Source: an optimization exercise on an open RTL-to-GDS flow (aim: small area). Production flows keep margins and buffers that such runs may drop. In this exercise RTL edits were held to simulation tests only and were not proved equivalent to the original. No activity file was given, so power comes from the tool's default toggle rates.

Design ADD_Final_Project, start of the top module:
module ADD_Final_Project(clk, rst, UserDigit, UserLoad, LoggedInLED, difficulty, game_start, correct_final,
logout, display0, display1, display2, display3, display4, ones_output, correctID);
   input clk, rst;
   input [3:0] UserDigit;
   input UserLoad;
   output LoggedInLED;
   input [1:0] difficulty;
   input game_start;
   output correct_final;
   input logout;
   output [6:0] display0;
   output [6:0] display1;
   output [6:0] display2;
   output [6:0] display3;
   output [6:0] display4;
   output [6:0] ones_output;
   output correctID;
   wire Load_signal, start_signal, logout_signal;
   button_shaper shaper1(UserLoad, Load_signal, clk, rst);
   button_shaper shaper2(game_start, start_signal, clk, rst);
   button_shaper shaper3(logout, logout_signal, clk, rst);
   wire matchedID, LoggedIn, pswd_logout;
   wire [2:0] k;
   wire lo_e, lo_m, lo_h;
   player_id pid(clk, rst, UserDigit, Load_signal, pswd_logout, matchedID, k);
   pswd pw(clk, rst, matchedID, k, UserDigit, Load_signal, lo_e | lo_m | lo_h, LoggedIn, pswd_logout);
   assign correctID = matchedID;
   assign LoggedInLED = LoggedIn;
   reg [15:0] L;
   wire fb = L[15];
   always @(posedge clk) begin
      if (rst == 1'b0)
         L <= 16'hFFFF;
      else
         L <= {L[14:6], L[5] , L[4] ^ fb, L[3], L[2] ^ fb, L[1] ^ fb, L[0], fb};
   end
   wire [3:0] q = {L[7], L[9], L[12], L[15]};
   wire [3:0] morse_m = (q >= 4'd10) ? q - 4'd10 : q;
   wire [3:0] morse_h = (q == 4'd15) ? 4'd0 : q;
   wire LI_e = LoggedIn & (difficulty == 2'b01);
   wire LI_m = LoggedIn & (difficulty == 2'b10);
   wire LI_h = LoggedIn & (difficulty == 2'b11);
   wire rc_e, en_e, to_e, c_e, ts_e;
   wire [3:0] n_e, d_e;
   ctl_easy ce(clk, rst, morse_m, LI_e, start_signal, Load_signal, UserDigit, rc_e, en_e, to_e, n_e, c_e, logout_signal, lo_e);
   sec_timer #(10) te(clk, rst, en_e, ts_e);
   cdown #(10) de(clk, rst, rc_e, ts_e, d_e, to_e);
   wire rc_m, en_m, to_m, c_m, ts_m, e1_m, e2_m, f1_m, f2_m;
   wire [3:0] n_m, d_m;
  ...
==> flow/config.mk <==
export PLATFORM = sky130hd
export DESIGN_NAME = ADD_Final_Project
export DESIGN_NICKNAME = ADD_Final_Project
export VERILOG_FILES = /design/flow/design.v
export SDC_FILE = /design/flow/constraint.sdc
export NUM_CORES = 4
export LEC_CHECK = 0
export CAP_MARGIN = 20
export CORE_MARGIN = 2
export CORE_UTILIZATION = 40
export CTS_BUF_LIST = sky130_fd_sc_hd__clkbuf_4
export CTS_CLUSTER_DIAMETER = 50
export CTS_CLUSTER_SIZE = 10
export SLEW_MARGIN = 20
==> flow/constraint.sdc <==
create_clock -name core_clock -period 10.0 [get_ports {clk}]
set_input_delay 2.0000 -clock core_clock [delete_from_list [all_inputs] [get_ports {clk}]]
set_output_delay 2.0000 -clock core_clock [all_outputs]
set_load 0.01 [all_outputs]
run.sh (not shown) runs the stock make flow with config.mk's settings and CLKGATE_MAP_FILE= SYNTH_SCRIPT=/design/flow/synth_recipe.tcl, a recipe that flattens the netlist after the stock synthesis.
The first run completed with no timing, DRC or antenna violations.
Then changed:
Settings changed: CTS_BUF_LIST sky130_fd_sc_hd__clkbuf_4 to sky130_fd_sc_hd__clkbuf_8, CTS_CLUSTER_DIAMETER 50 to 60, CTS_CLUSTER_SIZE 10 to 16.
The new run finished clean.
Synthesized cell count is unchanged.
First-iteration DRC count went down by a few percent.
Via count decreases slightly.
Routed wire length hardly moves.
Area after synthesis does not change.
Then changed:
==> flow/flow/run.sh (new file) <==
#!/bin/bash
set -e
cp standard.sh standard_sh.copy.log
export BUFFER_PORTS_ARGS="-buffer_cell sky130_fd_sc_hd__buf_1"
export CTS_ARGS="-sink_clustering_enable -repair_clock_nets -dont_use_dummy_load -buf_list sky130_fd_sc_hd__clkbuf_4 -sink_clustering_size 10 -sink_clustering_max_diameter 50"
bash standard.sh > standard_flow.log 2>&1
==> flow/standard.sh (new file) <==
#!/bin/bash
# synth_recipe.tcl (not shown) runs the flow's synth.tcl, then flattens the netlist and writes it again
# the make line also repeats each setting of config.mk as NAME=value (left out here)
make -C /OpenROAD-flow-scripts/flow DESIGN_CONFIG=/design/flow/config.mk WORK_HOME=/design/flow/orfs CLKGATE_MAP_FILE= SYNTH_SCRIPT=/design/flow/synth_recipe.tcl "${@:-finish}"
Settings changed: CTS_BUF_LIST sky130_fd_sc_hd__clkbuf_8 to unset, CTS_CLUSTER_DIAMETER 60 to unset, CTS_CLUSTER_SIZE 16 to unset.
removed: flow/run.sh
Outcome: The new run completed without violations. First-iteration DRC count is higher by about a fifth. Critical path depth goes down by 1. Non-clock buffer count is higher by 2. Clock-buffer cell count rose by 3.
Then changed:
Settings changed: ABC_AREA set to 1.
Result: Routed wire length drops by 2.6%. Clock-buffer cell count climbs by 1. Hold slack hardly moves. Die area drops by 3.4%. Sequential power drops by about 1%. Clock power climbs by about 1%. Critical path depth climbs by 4.


v58:
Another version of the RTL of ADD_Final_Project (not shown whole).
Size in the first run: about 1500 cells after synthesis, about 230 flip-flops, about 56 I/O pins, about 0.011 mm2 of cells after synthesis.
==> flow/config.mk <==
export PLATFORM = sky130hd
export DESIGN_NAME = ADD_Final_Project
export DESIGN_NICKNAME = ADD_Final_Project
export VERILOG_FILES = /design/flow/design.v
export SDC_FILE = /design/flow/constraint.sdc
export NUM_CORES = 4
export LEC_CHECK = 0
export ABC_AREA = 1
export CAP_MARGIN = 0
export CORE_MARGIN = 2
export CORE_UTILIZATION = 40
export SLEW_MARGIN = 0
==> flow/constraint.sdc <==
create_clock -name core_clock -period 10.0 [get_ports {clk}]
set_input_delay 2.0000 -clock core_clock [delete_from_list [all_inputs] [get_ports {clk}]]
set_output_delay 2.0000 -clock core_clock [all_outputs]
set_load 0.01 [all_outputs]
standard.sh (not shown) runs the stock make flow with config.mk's settings and CLKGATE_MAP_FILE= SYNTH_SCRIPT=/design/flow/synth_recipe.tcl, a recipe that flattens the netlist after the stock synthesis.
==> flow/flow/run.sh <==
#!/bin/bash
set -e
cp standard.sh standard_sh.copy.log
export BUFFER_PORTS_ARGS="-buffer_cell sky130_fd_sc_hd__buf_1"
export CTS_ARGS="-sink_clustering_enable -repair_clock_nets -dont_use_dummy_load -buf_list sky130_fd_sc_hd__clkbuf_4 -sink_clustering_size 10 -sink_clustering_max_diameter 50"
bash standard.sh > standard_flow.log 2>&1
Looking at the reports, v58 completed the entire flow and the layout it produced met the timing, DRC and antenna checks.
The inputs of v46 differ from those of v58 as listed below.
- swapping 0 for 20 in CAP_MARGIN
- swapping 0 for 20 in SLEW_MARGIN
- swapping 40 for 65 in CORE_UTILIZATION
- putting PLACE_DENSITY at 0.75 where nothing was set
==> flow/flow/run.sh <==
#!/bin/bash
set -e
cp standard.sh standard_sh.copy.log
export BUFFER_PORTS_ARGS="-buffer_cell sky130_fd_sc_hd__buf_1"
export CTS_ARGS="-sink_clustering_enable -repair_clock_nets -dont_use_dummy_load -buf_list sky130_fd_sc_hd__clkbuf_4 -sink_clustering_size 8 -sink_clustering_max_diameter 40"
bash standard.sh > standard_flow.log 2>&1
[summary]
Diff v46..v58 | buffer levels on the longest clock path | unchanged. In the flow results for v58 and v46, the number of rows in the core area is larger on v58. v46 and v58 ended up with roughly the same total power. Between v58 and v46, met3 track demand over resource in global routing is lower for v58, v46 comes in above that.
[inputs] v54 vs v46
- changing CORE_UTILIZATION from 65 to 40
- removing PLACE_DENSITY (formerly 0.75)
==> flow/flow/run.sh <==
#!/bin/bash
set -e
cp standard.sh standard_sh.copy.log
export BUFFER_PORTS_ARGS="-buffer_cell sky130_fd_sc_hd__buf_1"
export CTS_ARGS="-sink_clustering_enable -repair_clock_nets -dont_use_dummy_load -buf_list sky130_fd_sc_hd__clkbuf_8 -sink_clustering_size 20 -sink_clustering_max_diameter 60"
bash standard.sh > standard_flow.log 2>&1
--- outcome ---
Timing, DRC, antenna: 0 failures across v46 and v54
Internal power summed over all cells in v54 is about 1.5% higher than in v46
Per the comparison of v54 with v46, power per unit of standard cell area now smaller; area inside the core boundary went up 62%; number of antenna diodes lower.


Setup of build 53:
Starting RTL as in the previous note.
export LEC_CHECK = 0
export ABC_AREA = 1
export CAP_MARGIN = 20
export CORE_MARGIN = 2
export CORE_UTILIZATION = 75
export PLACE_DENSITY = 0.85
export SLEW_MARGIN = 20
create_clock -name core_clock -period 10.0 [get_ports {clk}]
==> flow/flow/run.sh <==
#!/bin/bash
set -e
cp standard.sh standard_sh.copy.log
export BUFFER_PORTS_ARGS="-buffer_cell sky130_fd_sc_hd__buf_1"
export CTS_ARGS="-sink_clustering_enable -repair_clock_nets -dont_use_dummy_load -buf_list sky130_fd_sc_hd__clkbuf_4 -sink_clustering_size 10 -sink_clustering_max_diameter 50"
bash standard.sh > standard_flow.log 2>&1
Build 53 did not stop at any stage, and its layout met the timing, DRC and antenna checks.
--- input diff build 53..build 75 ---
Settings: a deleted PLACE_DENSITY that had been 0.85; a change of CORE_UTILIZATION from 75 to 40.
==> flow/flow/run.sh <==
#!/bin/bash
set -e
cp standard.sh standard_sh.copy.log
export BUFFER_PORTS_ARGS="-buffer_cell sky130_fd_sc_hd__buf_1"
export CTS_ARGS="-sink_clustering_enable -repair_clock_nets -dont_use_dummy_load -buf_list sky130_fd_sc_hd__clkbuf_16 -sink_clustering_size 30 -sink_clustering_max_diameter 80"
bash standard.sh > standard_flow.log 2>&1
--- outcome ---
- Build 75 reports a higher non-clock buffer count than build 53 does.
- Comparing build 53 and build 75, the lower final-stage net count is on build 75.
- From build 53 to build 75, number of max-slew violations in the final report did not move at all.
- Power: build 75 draws more than build 53


Starting RTL as in the previous note.
==> flow/config.mk <==
export PLATFORM = sky130hd
export DESIGN_NAME = ADD_Final_Project
export DESIGN_NICKNAME = ADD_Final_Project
export VERILOG_FILES = /design/flow/design.v
export SDC_FILE = /design/flow/constraint.sdc
export NUM_CORES = 4
export LEC_CHECK = 0
export ABC_AREA = 1
export CAP_MARGIN = 20
export CORE_MARGIN = 2
export CORE_UTILIZATION = 65
export PLACE_DENSITY = 0.75
export SLEW_MARGIN = 20
==> flow/constraint.sdc <==
create_clock -name core_clock -period 10.0 [get_ports {clk}]
set_input_delay 2.0000 -clock core_clock [delete_from_list [all_inputs] [get_ports {clk}]]
set_output_delay 2.0000 -clock core_clock [all_outputs]
set_load 0.01 [all_outputs]
==> flow/flow/run.sh <==
#!/bin/bash
set -e
cp standard.sh standard_sh.copy.log
export BUFFER_PORTS_ARGS="-buffer_cell sky130_fd_sc_hd__buf_1"
export CTS_ARGS="-sink_clustering_enable -repair_clock_nets -dont_use_dummy_load -buf_list sky130_fd_sc_hd__clkbuf_4 -sink_clustering_size 10 -sink_clustering_max_diameter 50"
bash standard.sh > standard_flow.log 2>&1
Next try:
- CORE_UTILIZATION: 65 -> 40
- PLACE_DENSITY: 0.75 -> unset
Effect: The new run passed the timing, DRC and antenna checks. Area after synthesis stays the same. Power is higher by about 3.4%. Count of clock-buffer cells in the layout came out higher by 6. Final cell count goes up by 9.2%. Setup slack gains 0.17 ns. Die area is higher by about 60%. Routed wire length came out higher by 5.8%. Non-clock buffer count grows by 2. Final area goes up by 2.1%. Global-route usage decreases by 8.9 points. Maximum frequency rose by 2.8%.

what the ideal ports hide:
No port has a modelled driver above. Below, the same layouts with a new extraction and two added sets of constraints.
Step 1, drivers: a clkbuf_16 drives clk and a buf_2 each remaining input, both assumed.
Step 2, shift: input delay + t, output delay - t, t = (earliest + latest rising clock arrival at the registers) / 2. This alone moves slack from input paths to output paths.
Three values: no drivers, after step 1, after step 2; two values: the first two.
| run | t (ns) | setup WS [ns] | worst setup path after step 2 |
|---|---|---|---|
| the first run of note 1 | 0.722 | 2.782 / 2.717 / 2.717 | input to output |
| the second run of note 1 | 0.583 | 2.776 / 2.713 / 2.713 | input to output |
| the third run of note 1 | 0.694 | 3.454 / 3.370 / 3.370 | input to output |
| the fourth run of note 1 | 0.704 | 3.885 / 3.860 / 3.860 | input to output |
| v58 | 0.645 | 4.177 / 4.152 / 4.152 | input to output |
| v46 | 0.627 | 4.054 / 4.032 / 4.032 | input to output |
| v54 | 0.557 | 4.168 / 4.143 / 4.143 | input to output |
| build 53 | 0.657 | 4.072 / 4.049 / 4.049 | input to output |
| build 75 | 0.514 | 4.179 / 4.154 / 4.154 | input to output |
| the first run of note 4 | 0.673 | 4.012 / 3.989 / 3.989 | input to output |
| the second run of note 4 | 0.645 | 4.177 / 4.152 / 4.152 | input to output |
After both steps every run listed still meets setup and hold. For the third run of note 1, which loses most, drivers alone change the setup slack by -0.084 ns; drivers and shift together by -0.084 ns.
